What follows belongs to an exercise in optimizing a design on an open flow for a short achievable clock period and few clock cycles per item; a production flow would make more cautious choices.
Only simulation tests tie the RTL to the original design; equivalence was not proved.
Power and IR drop assume default switching activity.

--- flow/design.v ---
module risc_v
(
 input   wire                        CLK,
 input   wire                        RST,
 output  wire     [31:0]             PC,
 input   wire     [31:0]             Instr,
 output  wire                        MemWrite,
 output  wire     [31:0]             DataAdr,
 output  wire     [31:0]             WriteData,
 input   wire     [31:0]             ReadData
);
  reg         rst_q;              
  reg  [31:0] pc_f;
  reg  [31:0] pc_o;               
  reg         v_d;
  reg  [31:0] pc_d;
  reg  [31:0] ir_d;
  reg  [31:0] rs1oh_d, rs2oh_d;
  reg  [31:0] immop_d;            
  reg         lw_d, sw_d, r_d, jal_d, brd_d, wr_d, use1_d, use2_d;
  reg         sub_d, ssum_d, slt_d, sor_d, sand_d;
  reg  [31:0] p4_d;               
  reg         pt_d;               
  reg  [63:0] bht;                
  reg  [31:0] a_e, b_e, bb_e;
  reg         we_e, lw_e, sw_e, br_e;
  reg         pt_e;
  reg         stall;              
  reg         xm_e, xl_e, ym_e, ymn_e, yl_e, bm_e, bl_e, am_e;
  reg         ci_e, si_e, sltn_e;
  reg  [31:0] rtgt_e;             
  reg  [5:0]  idx_e;
  reg         ssum_e, slt_e, sor_e, sand_e;
  reg  [4:0]  rd_e;
  reg  [31:0] res_m, wd_m;
  reg  [31:0] res_mn;             
  reg  [31:0] res_o;              
  reg         we_m, lw_m, sw_m;
  reg  [4:0]  rd_m;
  reg  [31:0] val_w;
  reg         we_w;
  reg  [4:0]  rd_w;
  reg  [31:0] rfv;
  wire [1023:0] rf;               
  wire [6:0] op_f   = Instr[6:0];
  wire [2:0] f3_f   = Instr[14:12];
  wire [4:0] rs1_f  = Instr[19:15];
  wire [4:0] rs2_f  = Instr[24:20];
  wire lw_f   = (op_f == 7'b0000011);
  wire sw_f   = (op_f == 7'b0100011);
  wire r_f    = (op_f == 7'b0110011);
  wire i_f    = (op_f == 7'b0010011);
  wire br_f   = (op_f == 7'b1100011);
  wire jal_f  = (op_f == 7'b1101111);
  wire same_f = (rs1_f == rs2_f);
  wire alu_f  = r_f | i_f;
  wire brd_f  = br_f & ~same_f;
  wire beqs_f = br_f & same_f;
  wire use1_f = lw_f | sw_f | alu_f | brd_f;
  wire use2_f = sw_f | r_f | brd_f;
  wire wr_f   = lw_f | alu_f | jal_f;
  wire sub_f  = alu_f & ((f3_f == 3'b000) ? (r_f & Instr[30]) : (f3_f == 3'b010));
  wire ssum_f = ~alu_f | (f3_f == 3'b000);
  wire slt_f  = alu_f & (f3_f == 3'b010);
  wire sor_f  = alu_f & (f3_f == 3'b110);
  wire sand_f = alu_f & (f3_f != 3'b000) & (f3_f != 3'b010) & (f3_f != 3'b110);
  wire [31:0] immI_f  = {{20{Instr[31]}}, Instr[31:20]};
  wire [31:0] immS_f  = {{20{Instr[31]}}, Instr[31:25], Instr[11:7]};
  wire [31:0] immop_f = jal_f ? 32'd4 : sw_f ? immS_f : immI_f;
  wire [31:0] rs1oh_f = 32'b1 << rs1_f;
  wire [31:0] rs2oh_f = 32'b1 << rs2_f;
  wire [20:0] immJ_f = {Instr[31], Instr[19:12], Instr[20], Instr[30:21], 1'b0};
  wire [20:0] immB_f = {{9{Instr[31]}}, Instr[7], Instr[30:25], Instr[11:8], 1'b0};
  wire [10:0] hip_f, him_f;
  wire [21:0] loJ_f, loB_f;
  wire [31:0] p4_f;
  incdec11 u_hif (.a(pc_f[31:21]), .p(hip_f), .m(him_f));
  ksadd #(.N(21), .L(5)) u_tj (.a(pc_f[20:0]), .b(immJ_f), .ci(1'b0), .si(1'b0), .s(loJ_f));
  ksadd #(.N(21), .L(5)) u_tb (.a(pc_f[20:0]), .b(immB_f), .ci(1'b0), .si(1'b0), .s(loB_f));
  inc4     u_p4  (.a(pc_f), .s(p4_f));
  wire [4:0] rd_d  = ir_d[11:7];
  wire [4:0] rs1_d = ir_d[19:15];
  wire [4:0] rs2_d = ir_d[24:20];
  wire [31:0] immB_d = {{20{ir_d[31]}}, ir_d[7], ir_d[30:25], ir_d[11:8], 1'b0};
  wire [31:0] tgt_d;
  add32 u_tgtd (.a(pc_d), .b(immB_d), .s(tgt_d));
  wire [31:0] sel1_d = rs1oh_d & rfv;
  wire [31:0] sel2_d = rs2oh_d & rfv;
  reg  [31:0] rr1_d, rr2_d;
  integer k;
  always @(*) begin
    rr1_d = 32'b0;
    rr2_d = 32'b0;
    for (k = 0; k < 32; k = k + 1) begin
      rr1_d = rr1_d | ({32{sel1_d[k]}} & rf[32*k +: 32]);
      rr2_d = rr2_d | ({32{sel2_d[k]}} & rf[32*k +: 32]);
    end
  end
  wire [31:0] wv_m  = lw_m ? ReadData : res_m;
  wire [31:0] rf1_d = (we_m && rd_m == rs1_d) ? wv_m :
                      (we_w && rd_w == rs1_d) ? val_w : rr1_d;
  wire [31:0] rf2_d = (we_m && rd_m == rs2_d) ? wv_m :
                      (we_w && rd_w == rs2_d) ? val_w : rr2_d;
  wire ealu_d = we_e & ~lw_e;
  wire ma_d   = use1_d & ealu_d & (rd_e == rs1_d);
  wire la_d   = use1_d & lw_e   & (rd_e == rs1_d);
  wire mb_d   = use2_d & ealu_d & (rd_e == rs2_d);
  wire lb_d   = use2_d & lw_e   & (rd_e == rs2_d);
  wire mbY_d  = mb_d & r_d;                   
  wire lbY_d  = lb_d & r_d;
  wire inva_d = sub_d & lbY_d & ~la_d;        
  wire zero_d = sub_d & lbY_d & la_d;         
  wire invb_d = sub_d & ~lbY_d;               
  wire [31:0] Xe_e = xm_e ? res_m : a_e;
  wire [31:0] X_e  = xl_e ? ReadData : Xe_e;
  wire [31:0] Ye_e = ymn_e ? res_mn : ym_e ? res_m : bb_e;
  wire [31:0] Y_e  = yl_e ? ReadData : Ye_e;
  wire [31:0] Bq_e = bm_e ? res_m : b_e;
  wire [31:0] Bv_e = bl_e ? ReadData : Bq_e;
  wire [31:0] Aq_e = am_e ? res_m : a_e;
  wire [32:0] sum_e;
  add32c u_adde (.a(X_e), .b(Y_e), .ci(ci_e), .si(si_e), .s(sum_e));
  wire [31:0] res_e, resn_e, reso_e;
  resmux #(.INV(0)) u_res  (.ssum(ssum_e), .sor(sor_e), .sand(sand_e), .slt(slt_e), .sltn(sltn_e),
                            .sum(sum_e), .a(X_e), .b(Y_e), .r(res_e));
  resmux #(.INV(1)) u_resn (.ssum(ssum_e), .sor(sor_e), .sand(sand_e), .slt(slt_e), .sltn(sltn_e),
                            .sum(sum_e), .a(X_e), .b(Y_e), .r(resn_e));
  resmux #(.INV(0)) u_reso (.ssum(ssum_e), .sor(sor_e), .sand(sand_e), .slt(slt_e), .sltn(sltn_e),
                            .sum(sum_e), .a(X_e), .b(Y_e), .r(reso_e));
  wire eq_e    = (Aq_e == Bq_e);
  wire taken_e = br_e & (eq_e ^ pt_e);    
  wire go_d    = v_d & ~taken_e & ~stall;
  wire stall_n = rst_q & go_d & lw_d & brd_f & ((rs1_f == rd_d) | (rs2_f == rd_d));
  assign PC = pc_o;
  wire        pred_f  = bht[pc_f[7:2]];
  wire [31:0] early_f = ~rst_q ? 32'b0 : taken_e ? rtgt_e : stall ? pc_f : p4_f;
  wire        ok_f    = rst_q & ~taken_e & ~stall;
  wire [31:0] next_f, nexto_f;
  fsel u_fsel (.loJ(loJ_f[20:0]), .loB(loB_f[20:0]), .cJ(loJ_f[21]), .cB(loB_f[21]), .s(Instr[31]),
               .selj(ok_f & jal_f), .selb(ok_f & (beqs_f | (brd_f & pred_f))),
               .hi0(pc_f[31:21]), .hip(hip_f), .him(him_f), .early(early_f), .nxt(next_f));
  fsel u_fselo (.loJ(loJ_f[20:0]), .loB(loB_f[20:0]), .cJ(loJ_f[21]), .cB(loB_f[21]), .s(Instr[31]),
                .selj(ok_f & jal_f), .selb(ok_f & (beqs_f | (brd_f & pred_f))),
                .hi0(pc_f[31:21]), .hip(hip_f), .him(him_f), .early(early_f), .nxt(nexto_f));
  always @(posedge CLK or negedge RST) begin
    if (!RST) begin
      rst_q <= 1'b0;
      stall <= 1'b0;
      v_d   <= 1'b0;
    end else begin
      rst_q <= 1'b1;
      stall <= stall_n;
      if (!rst_q || taken_e) v_d <= 1'b0;
      else if (!stall)       v_d <= 1'b1;
    end
  end
  always @(posedge CLK) begin
    pc_f <= next_f;
    pc_o <= nexto_f;
    if (!stall) begin
      pc_d    <= pc_f;
      p4_d    <= p4_f;
      pt_d    <= brd_f & pred_f;
      ir_d    <= Instr;
      rs1oh_d <= rs1oh_f;
      rs2oh_d <= rs2oh_f;
      immop_d <= immop_f;
      lw_d    <= lw_f;
      sw_d    <= sw_f;
      r_d     <= r_f;
      jal_d   <= jal_f;
      brd_d   <= brd_f;
      wr_d    <= wr_f;
      use1_d  <= use1_f;
      use2_d  <= use2_f;
      sub_d   <= sub_f;
      ssum_d  <= ssum_f;
      slt_d   <= slt_f;
      sor_d   <= sor_f;
      sand_d  <= sand_f;
    end
  end
  always @(posedge CLK or negedge RST) begin
    if (!RST) begin
      we_e <= 1'b0; lw_e <= 1'b0; sw_e <= 1'b0; br_e <= 1'b0;
    end else begin
      we_e  <= go_d & wr_d;
      lw_e  <= go_d & lw_d;
      sw_e  <= go_d & sw_d;
      br_e  <= go_d & brd_d;
    end
  end
  always @(posedge CLK) begin
    a_e    <= jal_d ? pc_d : (rf1_d ^ {32{inva_d}});
    b_e    <= rf2_d;
    bb_e   <= (r_d ? rf2_d : immop_d) ^ {32{invb_d}};
    rtgt_e <= pt_d ? p4_d : tgt_d;
    xm_e   <= ma_d;               
    xl_e   <= la_d;
    ym_e   <= mbY_d & ~invb_d;
    ymn_e  <= mbY_d & invb_d;
    yl_e   <= lbY_d;
    bm_e   <= mb_d;
    bl_e   <= lb_d;
    am_e   <= ma_d;
    ci_e   <= invb_d;
    si_e   <= inva_d;
    sltn_e <= ~inva_d;
    pt_e   <= pt_d;
    idx_e  <= pc_d[7:2];
    rd_e   <= rd_d;
    ssum_e <= ssum_d & ~zero_d;
    slt_e  <= slt_d & ~zero_d;
    sor_e  <= sor_d;
    sand_e <= sand_d;
  end
  always @(posedge CLK or negedge RST) begin
    if (!RST) begin
      we_m <= 1'b0; lw_m <= 1'b0; sw_m <= 1'b0;
    end else begin
      we_m  <= we_e;
      lw_m  <= lw_e;
      sw_m  <= sw_e;
    end
  end
  always @(posedge CLK) begin
    res_m <= res_e;
    res_mn <= resn_e;
    res_o <= reso_e;
    wd_m  <= Bv_e;
    rd_m  <= rd_e;
  end
  assign MemWrite  = sw_m;
  assign DataAdr   = res_o;
  assign WriteData = wd_m;
  always @(posedge CLK or negedge RST) begin
    if (!RST) we_w <= 1'b0;
    else      we_w <= we_m;
  end
  always @(posedge CLK) begin
    val_w <= wv_m;
    rd_w  <= rd_m;
  end
  genvar gi;
  generate
    for (gi = 0; gi < 32; gi = gi + 1) begin : x
      reg [31:0] q;
      always @(posedge CLK) begin
        if (we_w && rd_w == gi) q <= val_w;
      end
      assign rf[32*gi +: 32] = q;
    end
  endgenerate
  always @(posedge CLK or negedge RST) begin
    if (!RST)      bht <= 64'b0;
    else if (br_e) bht[idx_e] <= eq_e;
  end
  always @(posedge CLK or negedge RST) begin
    if (!RST)      rfv <= 32'b0;
    else if (we_w) rfv[rd_w] <= 1'b1;
  end
endmodule
module ksadd #(parameter N = 32, parameter L = 5)
(
  input  wire [N-1:0] a,
  input  wire [N-1:0] b,
  input  wire         ci,
  input  wire         si,             
  output wire [N:0]   s
);
  wire [N-1:0] p = a ^ b;
  wire [N-1:0] g = a & b;
  wire [N*(L+1)-1:0] G, P;
  assign G[N-1:0] = g;
  assign P[N-1:0] = p;
  genvar l, i;
  generate
    for (l = 0; l < L; l = l + 1) begin : lev
      for (i = 0; i < N; i = i + 1) begin : bit_
        if (i >= (1 << l)) begin : pr
          if (l % 2 == 0) begin : a_
            pg_aoi c (.g(G[l*N+i]), .p(P[l*N+i]), .gj(G[l*N+i-(1<<l)]), .pj(P[l*N+i-(1<<l)]),
                      .gn(G[(l+1)*N+i]), .pn(P[(l+1)*N+i]));
          end else begin : o_
            pg_oai c (.gn(G[l*N+i]), .pn(P[l*N+i]), .gjn(G[l*N+i-(1<<l)]), .pjn(P[l*N+i-(1<<l)]),
                      .g(G[(l+1)*N+i]), .p(P[(l+1)*N+i]));
          end
        end else begin : pa
          pg_inv c (.g(G[l*N+i]), .p(P[l*N+i]), .gn(G[(l+1)*N+i]), .pn(P[(l+1)*N+i]));
        end
      end
    end
  endgenerate
  wire [N-1:0] GL = (L % 2 == 0) ? G[L*N+N-1:L*N] : ~G[L*N+N-1:L*N];
  wire [N-1:0] PL = (L % 2 == 0) ? P[L*N+N-1:L*N] : ~P[L*N+N-1:L*N];
  wire [N:0]   c  = {GL | (PL & {N{ci}}), ci};
  assign s = {c[N], (p ^ {N{si}}) ^ c[N-1:0]};
endmodule
module pg_aoi (input wire g, input wire p, input wire gj, input wire pj,
               output wire gn, output wire pn);
  assign gn = ~(g | (p & gj));
  assign pn = ~(p & pj);
endmodule
module pg_oai (input wire gn, input wire pn, input wire gjn, input wire pjn,
               output wire g, output wire p);
  assign g = ~(gn & (pn | gjn));
  assign p = ~(pn | pjn);
endmodule
module pg_inv (input wire g, input wire p, output wire gn, output wire pn);
  assign gn = ~g;
  assign pn = ~p;
endmodule
module add32c (input wire [31:0] a, input wire [31:0] b, input wire ci, input wire si,
               output wire [32:0] s);
  ksadd #(.N(32), .L(5)) u (.a(a), .b(b), .ci(ci), .si(si), .s(s));
endmodule
module add32 (input wire [31:0] a, input wire [31:0] b, output wire [31:0] s);
  wire [32:0] t;
  ksadd #(.N(32), .L(5)) u (.a(a), .b(b), .ci(1'b0), .si(1'b0), .s(t));
  assign s = t[31:0];
endmodule
module resmux #(parameter INV = 0)
(
  input  wire        ssum,
  input  wire        sor,
  input  wire        sand,
  input  wire        slt,
  input  wire        sltn,
  input  wire [32:0] sum,
  input  wire [31:0] a,
  input  wire [31:0] b,
  output wire [31:0] r
);
  wire [31:0] t = ({32{ssum}} & sum[31:0]) |
                  ({32{sor}}  & (a | b)) |
                  ({32{sand}} & (a & b)) |
                  {31'b0, slt & (sum[32] ^ sltn)};
  assign r = INV ? ~t : t;
endmodule
module inc4 (input wire [31:0] a, output wire [31:0] s);
  assign s = a + 32'd4;
endmodule
module incdec11 (input wire [10:0] a, output wire [10:0] p, output wire [10:0] m);
  assign p = a + 11'd1;
  assign m = a - 11'd1;
endmodule
module fsel
(
  input  wire [20:0] loJ,
  input  wire [20:0] loB,
  input  wire        cJ,
  input  wire        cB,
  input  wire        s,
  input  wire        selj,
  input  wire        selb,
  input  wire [10:0] hi0,
  input  wire [10:0] hip,
  input  wire [10:0] him,
  input  wire [31:0] early,
  output wire [31:0] nxt
);
  wire        ne   = ~selj & ~selb;
  wire [10:0] x1   = s ? hi0 : hip;
  wire [10:0] x0   = s ? him : hi0;
  wire [10:0] h0   = ne ? early[31:21] : x0;
  wire        cany = (selj & cJ) | (selb & cB);
  assign nxt[20:0]  = ({21{selj}} & loJ) | ({21{selb}} & loB) | ({21{ne}} & early[20:0]);
  assign nxt[31:21] = cany ? x1 : h0;
endmodule
--- flow/flow/run.sh ---
#!/bin/bash
# Layout flow: the standard ORFS flow (standard.sh), unchanged synthesis,
# with two changes to how the layout is made:
#  - the ports are buffered with sky130_fd_sc_hd__buf_8 instead of the default pick;
#  - timing repair (repair_timing after CTS and after global routing) asks for
#    SETUP_SLACK_MARGIN ns of setup slack, so that it works on paths well inside
#    the 14 ns clock. The clock, the SDC and every constraint stay the design's.
# Each step's full output goes to a log file in the folder this runs in; ORFS's
# own per-step logs are under orfs/logs/.
set -euo pipefail
bash standard.sh synth > synth.log 2>&1
bash standard.sh SETUP_SLACK_MARGIN=10 "BUFFER_PORTS_ARGS=-buffer_cell sky130_fd_sc_hd__buf_8" finish > layout.log 2>&1
--- flow/standard.sh ---
#!/bin/bash
# synth_recipe.tcl (not shown) runs the flow's synth.tcl, then flattens the netlist and writes it again
# the make line also repeats each setting of config.mk as NAME=value (left out here)
make -C /OpenROAD-flow-scripts/flow DESIGN_CONFIG=/design/flow/config.mk WORK_HOME=/design/flow/orfs CLKGATE_MAP_FILE= SYNTH_SCRIPT=/design/flow/synth_recipe.tcl "${@:-finish}"
--- flow/config.mk ---
export PLATFORM = sky130hd
export DESIGN_NAME = risc_v
export DESIGN_NICKNAME = risc_v
export VERILOG_FILES = /design/flow/design.v
export SDC_FILE = /design/flow/constraint.sdc
export NUM_CORES = 8
export LEC_CHECK = 0
export CAP_MARGIN = 20
export CORE_MARGIN = 2
export CORE_UTILIZATION = 30
export SLEW_MARGIN = 20
export SYNTH_HIERARCHICAL = 1
export SYNTH_MINIMUM_KEEP_SIZE = 0
--- flow/constraint.sdc ---
create_clock -name core_clock -period 14.0 [get_ports {CLK}]
set_input_delay 2.8000 -clock core_clock [delete_from_list [all_inputs] [get_ports {CLK}]]
set_output_delay 2.8000 -clock core_clock [all_outputs]
set_load 0.01 [all_outputs]
==> run summary <==
[final timing paths]
| kind | startpoint | endpoint | slack, ns | cells past startpoint |
|---|---|---|---|---|
| max | sw_m | MemWrite | 9.73 | 1 |
| max reg2reg | rd_w[3] | a_e[3] | 9.87 | 9 |
| max in group asynchronous | RST | lw_m | 11.27 | 1 |
| min in group asynchronous | RST | bht[22] | 2.01 | 1 |
| min | sw_e | sw_m | 0.33 | 0 |
| min reg2reg | sw_e | sw_m | 0.33 | 0 |
[power groups by stage]
stage	sequential [uW]	clock [uW]	combinational (uW)
6_report	5570	4980	869
2_1_floorplan	5630	0	451
3_5_place_dp	5670	0	727
4_1_cts	5560	4970	790
5_1_grt	5580	5180	909
3_3_place_gp	5670	0	719
[final cells by class]
type / instances / area share (%)
clock buffer: 222 / 4.55
multi-input combinational: 4782 / 37.6
sequential: 1695 / 45.1
timing repair buffer: 497 / 5.50
antenna: 7 / 0.0169
inverter: 375 / 1.46
clock inverter: 107 / 1.28
tap: 3724 / 4.50
[routing by layer]
layer  part of all wire [%]  vias up
met5                 0.0090        -
met4                    7.1        4
met3                     15     1526
met2                     40     6418
met1                     37    34700
li1                       -    28300
[cell usage in the layout, fill, tap and decap left out, types with 78 or more instances in the layout]
master	count
nor2_1	282
a21oi_2	174
o21ai_0	188
edfxtp_1	1200
a21oi_1	173
dfrtp_1	104
mux2i_1	140
o21ai_1	89
nor2_4	78
buf_4	270
xnor2_1	316
nor3_1	89
clkbuf_16	182
dfxtp_1	279
buf_8	153
a221oi_1	244
a22oi_1	613
inv_1	329
nand4_1	168
a22o_1	252
o21ai_4	81
nand2_1	484
dfxtp_2	98
o21ai_2	205
[per-stage QoR]
step	hold WS, ns	area, um2	power (uW)
after CTS	0.329	101000	11300
final	0.330	103000	11400
after global placement	0.332	91700	6380
after floorplan	0.323	85600	6080
after global routing	0.348	103000	11700
after detailed placement	0.327	91700	6400
[what timing repair did]
action / CTS / global route
resized for setup: 479 / 376
buffers inserted: 118 / 58
endpoints found under the setup margin: 311 / 276
pin swaps: 111 / 175
cloned: 13 / 5
endpoints found under the hold margin: 0 / 0
==> results.toml <==
[clocking]
cts_tree = "yes"
htreeDepth = 4
cts_root_buf = "clkbuf_16"
cts.sink_count = 1695
cts-hold-fix-buffers = 0
clock_latency_ns = 0.88
clk_pin_slew_ns = 0.06
clk_path_buf_depth = 3
cts_buffers = 175

[power_and_ir_drop]
combPwrFrac_pct = 7.6
vdd_drop_max_mv = 0.117
switching_power_uw = 2810
sequentialPowerShare_pct = 48.8
p_int_uw = 8610
switching_share_pct = 24.6
pwr-share-clk_pct = 43.6
leakage_uw = 0.0357
p_per_area_nw_per_um2 = 110

[grt]
grt.total_usage_pct = 25.3
grt_pass1_wl_um = 517000
gr-usage-met2_pct = 35.5
antenna_found_initial = 18
grt-busiest-layer = "met2"
use_met1_pct = 33.5
overflow = 0
grt_pass1_vias = 67100
grtUsageMet3_pct = 9.31
grt_max_degree = 176

[final_layout]
top_regs = "x.q: 1024 flops, bht: 64 flops"
drive_above_1_share_pct = 28.4
syn2layout_area_growth_pct = 23.1
fin_util_pct = 37.1
fill_cells = 26600
fin_nets = 7711
largest_reg_flops = 1024
multiInputGateArea_um2 = 38900
layoutNonFillerInstCount = 11400
seqCellArea_um2 = 46600
largest-register = "x.q"

[routing]
drtPass1Iterations = 9
wirelength_um = 378000
avgViaCountPerCell = 6.22
postRouteAntennaNets = 0
vias = 71000
wl_per_cell_um = 33.1
drc = 0
drt_iter0_drc = 13800

[flow_run]
drv_cap = 0

[worst_hold_path]
worstHoldPathType = "reg -> reg"

[status]
status = "finished clean"

[die]
rows = 194
fp.coreArea_um2 = 279000
die-area_um2 = 284000
die_y_um = 533
initial_core_util_pct = 30.1
die_w_um = 533
io_pins = 163

[sta]
slew_headroom_pct = 3.17
finalMaxSlewViolations = 0
skew_ns = 0.0854
max_freq_mhz = 234
finalSetupViolCount = 0
final.period_utilization_pct = 30.5
tns_ns = 0
setup_ws_ns = 9.73
worstMarginPinSlew_ns = 1.44
final_hold_viol_count = 0
rsz0062_at_grt = "true"
fin_crit_ns = 4.27

[placement]
placed_cells = 10900
gp_congestion = 0.967
post-place-ws_ns = 7.99
port_buffers = 162
hpwl_um = 218000

[critical_path]
cp.arrival_ns = 1.47
path_cells = "buf_8"
worst-endpoint-required_ns = 11.20
crit_path_start_kind = "flop"
cp.buffers_inverters = 1
worst_path_largest_cell_delay_ns = 0.48
critical-path-top-delay-family = "flip-flops"
criticalPathCategory = "reg -> out"
crit_fanout = 1
worstSetupEndpointType = "primary output"
slowest_stage = "dfrtp_2"

[synthesis]
syn_area_per_cell_um2 = 11.4
synth_cells = 7362
ys_warn_count = 7
synth_area_um2 = 84000
Testbench counts, summed over its fixed seeds: cycles 73,725, instructions 70,638.

[static timing again, ports no longer ideal]
The results above use ideal ports. As a check the final layout listed here was re-extracted and re-timed, cells and wires unchanged.
Step 1: set_driving_cell puts a clkbuf_16 on CLK and a buf_2 on each other input, an assumption about the parent block.
Step 2, shift: input delay + t, output delay - t, t = (earliest + latest rising clock arrival at the registers) / 2. This alone moves slack from input paths to output paths.
a / b / c = ideal / step 1 / step 2; a / b = the first two.
t, ns: 0.924
slack for setup (ns): 9.733 / 9.645 / 8.832
clock arrival spread, ns: 0.090 / 0.090
worst data-port slew with drivers (ns): 0.16
After both steps setup and hold are still met in this run. For this run, drivers alone change the setup slack by -0.088 ns; drivers and shift together by -0.901 ns.
